Source: an optimization exercise on an open RTL-to-GDS flow (aim: small area and a short achievable clock period). Production flows keep margins and buffers that such runs may drop. RTL that was checked went through simulation tests only; none was proved equivalent to the original. Power is estimated from default activity; no workload was simulated.

## alu8_top
module alu8_top(
    input            clk,
    input      [7:0] regA,
    input      [7:0] regB,
    input      [4:0] opcode,
    input      [7:0] flagsIn,
    output reg [7:0] res,
    output reg [7:0] flagsOut
);
Size: roughly 400 cells after synthesis, about 46 I/O pins, about 0.0027 mm² of cells after synthesis.
export LEC_CHECK = 0
export CAP_MARGIN = 20
export CORE_MARGIN = 2
export CORE_UTILIZATION = 40
export SLEW_MARGIN = 20
create_clock -name core_clock -period 6.0 [get_ports {clk}]
standard.sh (not shown) runs the stock make flow with config.mk's settings and CLKGATE_MAP_FILE= SYNTH_SCRIPT=/design/flow/synth_recipe.tcl, a recipe that flattens the netlist after the stock synthesis.
==> flow/flow/run.sh <==
#!/bin/bash
set -o pipefail
bash standard.sh ADDER_MAP_FILE= ABC_AREA=1 "BUFFER_PORTS_ARGS=-buffer_cell sky130_fd_sc_hd__buf_1" finish > flow_make.log 2>&1
Edit:
==> flow/flow/run.sh (replaced) <==
#!/bin/bash
# Own layout flow: the standard ORFS flow (standard.sh), with
#  - adder-cell extraction (ADDER_MAP_FILE) off, so ABC maps all logic,
#  - ABC run with flow/abc.script instead of ORFS's abc_speed/abc_area,
#  - port buffers of a chosen cell, and CTS without dummy loads.
# Each tool's output goes to its own log under orfs/logs; make's output
# goes to flow_make.log.
set -o pipefail
HERE=$(pwd)
source "$HERE/flow/settings.sh"
# ORFS synth.tcl with only the ABC script changed
sed "s#log_cmd abc {\*}\$abc_args#log_cmd abc -script $HERE/flow/abc.script {*}[lrange \$abc_args 2 end]#" \
    "$FLOW_HOME/scripts/synth.tcl" > "$HERE/synth_mod.tcl"
grep -q "flow/abc.script" "$HERE/synth_mod.tcl" || { echo "synth.tcl patch failed"; exit 1; }
# The standard flow's synthesis script, sourcing the patched synth.tcl
sed "s#\$::env(SCRIPTS_DIR)/synth.tcl#$HERE/synth_mod.tcl#" synth_recipe.tcl > "$HERE/my_synth.tcl"
grep -q "synth_mod.tcl" "$HERE/my_synth.tcl" || { echo "synth_recipe.tcl patch failed"; exit 1; }
bash standard.sh SYNTH_SCRIPT="$HERE/my_synth.tcl" ADDER_MAP_FILE= \
    "BUFFER_PORTS_ARGS=$BUFFER_PORTS_ARGS" "CTS_ARGS=$CTS_ARGS" $EXTRA finish > flow_make.log 2>&1
==> flow/flow/abc.script (new file) <==
strash
dch
map -B 0.9
topo
stime -c
buffer -c
upsize -c
dnsize -c
==> flow/flow/settings.sh (new file) <==
BUFFER_PORTS_ARGS="-buffer_cell sky130_fd_sc_hd__buf_1"
CTS_ARGS="-sink_clustering_enable -repair_clock_nets -dont_use_dummy_load"
EXTRA=""
Settings changed: SETUP_SLACK_MARGIN from default to 3.6.
Wire length drops by about 0.38%.
Cell area drops by 2.4%.
Hold slack got worse by 0.0059 ns.
Die area stays the same.
Combinational power is about the same.
Synthesized cell count stays the same.
Utilization drops by 1.1 points.
Setup slack improved by 0.15 ns.
Fmax climbs by 6.9%.
Via count drops by 0.31%.
Total power drops by 19%.
Edit:
==> flow/flow/run.sh (replaced) <==
#!/bin/bash
set -o pipefail
bash standard.sh ADDER_MAP_FILE= ABC_AREA=1 "BUFFER_PORTS_ARGS=-buffer_cell sky130_fd_sc_hd__buf_1" finish > flow_make.log 2>&1
Settings changed: SETUP_SLACK_MARGIN 3.6 to 4.2.
removed: flow/flow/abc.script
removed: flow/flow/settings.sh
After rerunning:
- The new run ran to the end with no violations
- maximum frequency climbs by about a fifth
- final cell count grows by a little under a tenth
- setup slack is better by 0.30 ns
- hold slack got worse by 0.056 ns
Function was not checked in any run of this note: the RTL went through the layout flow alone.

## run 1
alu8_top, a different RTL version from the one above (not shown whole).
For scale: ~46 I/O pins, about 2200 um^2 of cells after synthesis.
Settings: LEC_CHECK=0, CAP_MARGIN=20, CORE_MARGIN=2, CORE_UTILIZATION=40, SLEW_MARGIN=20; clock period 6.0 ns.
==> flow/flow/run.sh <==
#!/bin/bash
# Own layout flow: the standard ORFS flow (standard.sh), with
#  - adder-cell extraction (ADDER_MAP_FILE) off, so ABC maps all logic,
#  - ABC run with flow/abc.script instead of ORFS's abc_speed/abc_area,
#  - port buffers of a chosen cell, and CTS without dummy loads.
# Each tool's output goes to its own log under orfs/logs; make's output
# goes to flow_make.log.
set -o pipefail
HERE=$(pwd)
source "$HERE/flow/settings.sh"
# ORFS synth.tcl with only the ABC script changed
sed "s#log_cmd abc {\*}\$abc_args#log_cmd abc -script $HERE/flow/abc.script {*}[lrange \$abc_args 2 end]#" \
    "$FLOW_HOME/scripts/synth.tcl" > "$HERE/synth_mod.tcl"
grep -q "flow/abc.script" "$HERE/synth_mod.tcl" || { echo "synth.tcl patch failed"; exit 1; }
# The standard flow's synthesis script, sourcing the patched synth.tcl
sed "s#\$::env(SCRIPTS_DIR)/synth.tcl#$HERE/synth_mod.tcl#" synth_recipe.tcl > "$HERE/my_synth.tcl"
grep -q "synth_mod.tcl" "$HERE/my_synth.tcl" || { echo "synth_recipe.tcl patch failed"; exit 1; }
bash standard.sh SYNTH_SCRIPT="$HERE/my_synth.tcl" ADDER_MAP_FILE= \
    "BUFFER_PORTS_ARGS=$BUFFER_PORTS_ARGS" "CTS_ARGS=$CTS_ARGS" $EXTRA finish > flow_make.log 2>&1
==> flow/flow/abc.script <==
strash
dch -f
map -D 1600
topo
stime -c
buffer -c
upsize -D 1600
dnsize -D 1600
==> flow/flow/settings.sh <==
BUFFER_PORTS_ARGS="-buffer_cell sky130_fd_sc_hd__buf_1"
CTS_ARGS="-sink_clustering_enable -repair_clock_nets -dont_use_dummy_load"
EXTRA=""
No stage failed in run 1, and the final checks on the layout all came back clean.
Input-level comparison between run 2 and run 1:
# run 1
export LEC_CHECK = 0
export CAP_MARGIN = 20
export CORE_MARGIN = 2
export CORE_UTILIZATION = 40
export SLEW_MARGIN = 20
create_clock -name core_clock -period 6.0 [get_ports {clk}]
# run 2
export LEC_CHECK = 0
export CAP_MARGIN = 20
export CORE_MARGIN = 2
export CORE_UTILIZATION = 40
export SETUP_SLACK_MARGIN = 3.9
export SLEW_MARGIN = 20
create_clock -name core_clock -period 6.0 [get_ports {clk}]
==> flow/flow/abc.script <==
strash
dch
map -B 0.9
topo
stime -c
buffer -c
upsize -c
dnsize -c
[summary]
Final area (lower): run 1. Power in the clock group delta (run 1 -> run 2): insignificant. Run 2 vs. run 1: routed wire length now larger; static leakage now larger; portion of the clock cycle consumed by the worst path in the final layout now smaller; area growth from synthesis to layout now larger. NOTE synthesized netlist cell count run 1->run 2 increased by a little under 10%.
Changes in run 3 relative to run 2:
# run 2
export LEC_CHECK = 0
export CAP_MARGIN = 20
export CORE_MARGIN = 2
export CORE_UTILIZATION = 40
export SETUP_SLACK_MARGIN = 3.9
export SLEW_MARGIN = 20
create_clock -name core_clock -period 6.0 [get_ports {clk}]
# run 3
export LEC_CHECK = 0
export CAP_MARGIN = 20
export CORE_MARGIN = 2
export CORE_UTILIZATION = 40
export SETUP_SLACK_MARGIN = 3.6
export SLEW_MARGIN = 20
create_clock -name core_clock -period 6.0 [get_ports {clk}]
Findings:
- Run 3 reports its destination of the critical timing path as res[1]$_DFF_P_ while run 2 reports flagsOut[4]$_DFF_P_.
- Summary of run 3 over run 2: fraction of standard cell area that is sequential went up 1.9 points, depth of the critical timing path with buffers and inverters included went down 2, number of synthesized flops with an enable pin held.
- Global routing met1 resource utilization for run 3 is lower than for run 2.
- Run 3 ended with less utilization than run 2.
- Via count improves in run 3 relative to run 2.
- Run 3 gives less area growth from synthesis to layout than run 2 did.
- As far as pin count of the biggest net entering global routing goes, run 2 and run 3 are indistinguishable; the numbers are identical.
No run of this note included a check of the RTL's function; only the layout flow was run.

Another version of the RTL of alu8_top (not shown whole).
Size: ~36 flip-flops, roughly 46 I/O pins.
export LEC_CHECK = 0
export CAP_MARGIN = 20
export CORE_MARGIN = 2
export CORE_UTILIZATION = 40
export SETUP_SLACK_MARGIN = 3.6
export SLEW_MARGIN = 20
create_clock -name core_clock -period 6.0 [get_ports {clk}]
==> flow/flow/run.sh <==
#!/bin/bash
# Own layout flow: the standard ORFS flow (standard.sh) on an equivalent
# description of alu8 (flow/alu8_syn.v) whose adder datapath is given as
# sky130 cells; the wrapper alu8_top is taken unchanged from design.v.
#  - adder-cell extraction (ADDER_MAP_FILE) off,
#  - ABC run with flow/abc.script instead of ORFS's abc_speed/abc_area,
#  - port buffers of a chosen cell, and CTS without dummy loads.
# Each tool's output goes to its own log under orfs/logs; make's output
# goes to flow_make.log.
set -o pipefail
HERE=$(pwd)
source "$HERE/flow/settings.sh"
# design: the wrapper module from design.v, then flow/alu8_syn.v
awk '/^[ \t]*module[ \t]+alu8_top/{p=1} p{print} p&&/^[ \t]*endmodule/{exit}' design.v > "$HERE/design_syn.v"
grep -q "module alu8_top" "$HERE/design_syn.v" || { echo "wrapper extraction failed"; exit 1; }
cat "$HERE/flow/alu8_syn.v" >> "$HERE/design_syn.v"
# ORFS synth.tcl with only the ABC script changed
sed "s#log_cmd abc {\*}\$abc_args#log_cmd abc -script $HERE/flow/abc.script {*}[lrange \$abc_args 2 end]#" \
    "$FLOW_HOME/scripts/synth.tcl" > "$HERE/synth_mod.tcl"
grep -q "flow/abc.script" "$HERE/synth_mod.tcl" || { echo "synth.tcl patch failed"; exit 1; }
sed "s#\$::env(SCRIPTS_DIR)/synth.tcl#$HERE/synth_mod.tcl#" synth_recipe.tcl > "$HERE/my_synth.tcl"
grep -q "synth_mod.tcl" "$HERE/my_synth.tcl" || { echo "synth_recipe.tcl patch failed"; exit 1; }
bash standard.sh VERILOG_FILES="$HERE/design_syn.v" SYNTH_SCRIPT="$HERE/my_synth.tcl" ADDER_MAP_FILE= \
    "BUFFER_PORTS_ARGS=$BUFFER_PORTS_ARGS" "CTS_ARGS=$CTS_ARGS" $EXTRA finish > flow_make.log 2>&1
Scripts as last shown in full above: flow/flow/settings.sh
Other scripts of this flow, unchanged in this note and not shown: flow/flow/abc.script, flow/flow/alu8_syn.v
Next try:
SETUP_SLACK_MARGIN = 3.9   (was 3.6)
What happened: Utilization rose by 3.0 points; cell area rose by 5.8%; worst setup slack is about the same.

alu8_top again, from the RTL that the note above started with.
clock: 6.0 ns
lec_check: 0
cap_margin: 20
core_margin: 2
core_utilization: 40
setup_slack_margin: 3.8
slew_margin: 20
Scripts as last shown in full above: flow/flow/run.sh, flow/flow/settings.sh
Other scripts of this flow, unchanged in this note and not shown: flow/flow/abc.script, flow/flow/alu8_syn.v
Change:
SETUP_SLACK_MARGIN = 3.6   (was 3.8)
Effect: The changed run produced a clean layout; power came out higher by 0.48%; flip-flop and latch count does not change; global-route usage came out higher by 0.68 points; routed wire length came out higher by 14%; worst setup slack got worse by 0.056 ns; design area came out higher by 2.0%; utilization came out higher by 1.4 points; clock skew came out lower by 0.010 ns; hold slack improved by 0.017 ns.

Setup of exp/juniper:
Starting RTL as in the previous note.
## alu8_top
module alu8_top(
    input            clk,
    input      [7:0] regA,
    input      [7:0] regB,
    input      [4:0] opcode,
    input      [7:0] flagsIn,
    output reg [7:0] res,
    output reg [7:0] flagsOut
);
    reg [7:0] regA_q, regB_q, flagsIn_q;
    reg [4:0] opcode_q;
    wire [7:0] res_d, flagsOut_d;
    alu8 u_alu(
        .regA(regA_q),
        .regB(regB_q),
        .opcode(opcode_q),
        .flagsIn(flagsIn_q),
        .res(res_d),
        .flagsOut(flagsOut_d)
    );
    always @(posedge clk) begin
        regA_q    <= regA;
        regB_q    <= regB;
        opcode_q  <= opcode;
        flagsIn_q <= flagsIn;
        res       <= res_d;
        flagsOut  <= flagsOut_d;
    end
endmodule
clock: 6.0 ns
lec_check: 0
cap_margin: 20
core_margin: 2
core_utilization: 40
setup_slack_margin: 3.5
slew_margin: 20
==> flow/flow/run.sh <==
#!/bin/bash
# Own layout flow: the standard ORFS flow (standard.sh), with
#  - adder-cell extraction (ADDER_MAP_FILE) off, so ABC maps all logic,
#  - ABC run with flow/abc.script instead of ORFS's abc_speed/abc_area,
#  - port buffers of a chosen cell, and CTS without dummy loads.
# Each tool's output goes to its own log under orfs/logs; make's output
# goes to flow_make.log.
set -o pipefail
HERE=$(pwd)
source "$HERE/flow/settings.sh"
# ORFS synth.tcl with only the ABC script changed
sed "s#log_cmd abc {\*}\$abc_args#log_cmd abc -script $HERE/flow/abc.script {*}[lrange \$abc_args 2 end]#" \
    "$FLOW_HOME/scripts/synth.tcl" > "$HERE/synth_mod.tcl"
grep -q "flow/abc.script" "$HERE/synth_mod.tcl" || { echo "synth.tcl patch failed"; exit 1; }
# The standard flow's synthesis script, sourcing the patched synth.tcl
sed "s#\$::env(SCRIPTS_DIR)/synth.tcl#$HERE/synth_mod.tcl#" synth_recipe.tcl > "$HERE/my_synth.tcl"
grep -q "synth_mod.tcl" "$HERE/my_synth.tcl" || { echo "synth_recipe.tcl patch failed"; exit 1; }
bash standard.sh SYNTH_SCRIPT="$HERE/my_synth.tcl" ADDER_MAP_FILE= \
    "BUFFER_PORTS_ARGS=$BUFFER_PORTS_ARGS" "CTS_ARGS=$CTS_ARGS" $EXTRA finish > flow_make.log 2>&1
==> flow/flow/abc.script <==
strash
dch
map -B 0.9
topo
stime -c
buffer -c
upsize -c
dnsize -c
Scripts as last shown in full above: flow/flow/settings.sh
The flow did not stop early for exp/juniper: all stages ran, and the layout cleared the timing, design-rule and antenna checks.
### exp/juniper -> exp/amber
# exp/juniper
export LEC_CHECK = 0
export CAP_MARGIN = 20
export CORE_MARGIN = 2
export CORE_UTILIZATION = 40
export SETUP_SLACK_MARGIN = 3.5
export SLEW_MARGIN = 20
create_clock -name core_clock -period 6.0 [get_ports {clk}]
# exp/amber
export LEC_CHECK = 0
export CAP_MARGIN = 20
export CORE_MARGIN = 2
export CORE_UTILIZATION = 40
export GPL_TIMING_DRIVEN = 1
export SETUP_SLACK_MARGIN = 3.6
export SLEW_MARGIN = 20
create_clock -name core_clock -period 6.0 [get_ports {clk}]
Findings:
Diff exp/amber..exp/juniper | maximum level of the CTS H-tree | unchanged
Diff exp/amber and exp/juniper: multi-input logic portion of the cell area lower in exp/amber
The standard cells in exp/amber occupy more silicon area than those in exp/juniper do.
First-iteration detailed-routing DRC count: exp/amber < exp/juniper
exp/amber vs. exp/juniper: routed wire length level, worst path buffer plus inverter count has increased, transition time of the tightest slew-check pin decreased 29 ps, static power due to leakage rose about 0.43%.
Of exp/amber and exp/juniper, the run reporting the lower share of the clock period used by the worst path was exp/amber.
exp/amber and exp/juniper ended up with nearly the same clock skew.
Inputs modified between exp/amber and exp/cedar:
# exp/amber
export LEC_CHECK = 0
export CAP_MARGIN = 20
export CORE_MARGIN = 2
export CORE_UTILIZATION = 40
export GPL_TIMING_DRIVEN = 1
export SETUP_SLACK_MARGIN = 3.6
export SLEW_MARGIN = 20
create_clock -name core_clock -period 6.0 [get_ports {clk}]
# exp/cedar
export LEC_CHECK = 0
export CAP_MARGIN = 20
export CORE_MARGIN = 2
export CORE_UTILIZATION = 40
export SETUP_SLACK_MARGIN = 3.9
export SLEW_MARGIN = 20
create_clock -name core_clock -period 6.0 [get_ports {clk}]
- exp/amber went all the way through synthesis, placement and routing and the layout is clean on timing, DRC and antenna.
- exp/cedar went all the way through the flow, and no timing, DRC or antenna check failed.
- exp/amber has a higher proportion of power drawn by flip-flops and latches than exp/cedar.
- Fmax ended up about 4% higher on exp/cedar than on exp/amber.
- Run comparison: exp/amber worst setup path startpoint opcode_q[3]$_DFF_P_; exp/cedar worst setup path startpoint opcode_q[2]$_DFF_P_
- Taking exp/amber as the reference, in exp/cedar area growth from synthesis to layout picked up an extra 21 points; post-synthesis async set-or-reset flop share neither gained nor lost much.
- Re cell area after layout: exp/cedar is about 20% up on exp/amber.
- Termination of the worst setup path = flagsOut[7]$_DFF_P_: exp/cedar; termination of the worst setup path = res[7]$_DFF_P_: exp/amber
Modified inputs, exp/tundra compared to exp/cedar
# exp/cedar
export LEC_CHECK = 0
export CAP_MARGIN = 20
export CORE_MARGIN = 2
export CORE_UTILIZATION = 40
export SETUP_SLACK_MARGIN = 3.9
export SLEW_MARGIN = 20
create_clock -name core_clock -period 6.0 [get_ports {clk}]
# exp/tundra
export LEC_CHECK = 0
export CAP_MARGIN = 20
export CORE_MARGIN = 2
export CORE_UTILIZATION = 65
export PLACE_DENSITY = 0.75
export SETUP_SLACK_MARGIN = 3.6
export SLEW_MARGIN = 20
create_clock -name core_clock -period 6.0 [get_ports {clk}]
--- outcome ---
Every run (exp/tundra and exp/cedar) finished clean.
[compare] base=exp/cedar new=exp/tundra: area added between synthesis and finish fell 22 points, top achievable clock speed fell 3.3%.
A worst setup path startpoint of opcode_q[2]$_DFF_P_ is what exp/cedar shows, while regB_q[0]$_DFF_P_ belongs to exp/tundra.
NOTE: relative contribution of combinational cells to total power in exp/tundra falls short of that of exp/cedar
exp/cedar -> exp/tundra: summed area of non-filler cells in the final layout decreased by more than 10%
Post-detailed-route via-to-cell ratio in exp/tundra vs exp/cedar: up about 7%
Changes observed in exp/tundra relative to exp/cedar: die span in x decreased about 20%; setup slack after layout decreased by 72 ps relative to the old numbers; full die area now sits lower.

static timing again, ports no longer ideal:
In the flow no input, the clock included, has a driving cell. The finished layouts below were timed again as built, in two steps.
Step 1 (the two cells are an assumption about what drives the block):
set clk [get_ports {clk}]
set_driving_cell -lib_cell sky130_fd_sc_hd__clkbuf_16 $clk
set_driving_cell -lib_cell sky130_fd_sc_hd__buf_2 [delete_from_list [all_inputs] $clk]
Step 2 also shifts input and output timing later by t, the mid clock arrival at the registers, as if the neighbouring blocks saw the same clock.
Slacks: no drivers / after step 1 / after step 2; pairs: no drivers / after step 1.
run	shift t [ns]	slack for setup (ns)	hold slack, ns	worst setup path at the end	worst register clock-pin slew, ns
the first run of note 1	0.324	3.612 / 3.612 / 3.612	0.764 / 0.764 / 0.764	register to register	0.09 / 0.09
the second run of note 1	0.316	3.766 / 3.766 / 3.766	0.758 / 0.758 / 0.758	register to register	0.08 / 0.08
the third run of note 1	0.326	4.067 / 4.037 / 4.074	0.702 / 0.702 / 0.702	register to register	0.09 / 0.09
run 1	0.309	2.629 / 2.629 / 2.629	0.619 / 0.619 / 0.619	register to register	0.07 / 0.07
run 2	0.313	3.686 / 3.686 / 3.686	0.620 / 0.620 / 0.620	register to register	0.08 / 0.08
run 3	0.316	3.691 / 3.691 / 3.691	0.594 / 0.594 / 0.594	register to register	0.07 / 0.07
the first run of note 3	0.321	3.575 / 3.575 / 3.575	0.761 / 0.761 / 0.761	register to register	0.08 / 0.08
the second run of note 3	0.314	3.577 / 3.577 / 3.577	0.730 / 0.730 / 0.730	register to register	0.08 / 0.08
the first run of note 4	0.317	3.556 / 3.556 / 3.556	0.668 / 0.668 / 0.668	register to register	0.08 / 0.08
the second run of note 4	0.314	3.500 / 3.500 / 3.500	0.685 / 0.685 / 0.685	register to register	0.07 / 0.07
exp/juniper	0.312	3.731 / 3.731 / 3.731	0.613 / 0.613 / 0.613	register to register	0.07 / 0.07
exp/amber	0.315	3.825 / 3.825 / 3.825	0.606 / 0.606 / 0.606	register to register	0.07 / 0.07
exp/cedar	0.316	3.905 / 3.905 / 3.905	0.607 / 0.607 / 0.607	register to register	0.07 / 0.07
exp/tundra	0.306	3.832 / 3.832 / 3.832	0.586 / 0.586 / 0.586	register to register	0.07 / 0.07
After both steps every run listed still meets setup and hold.
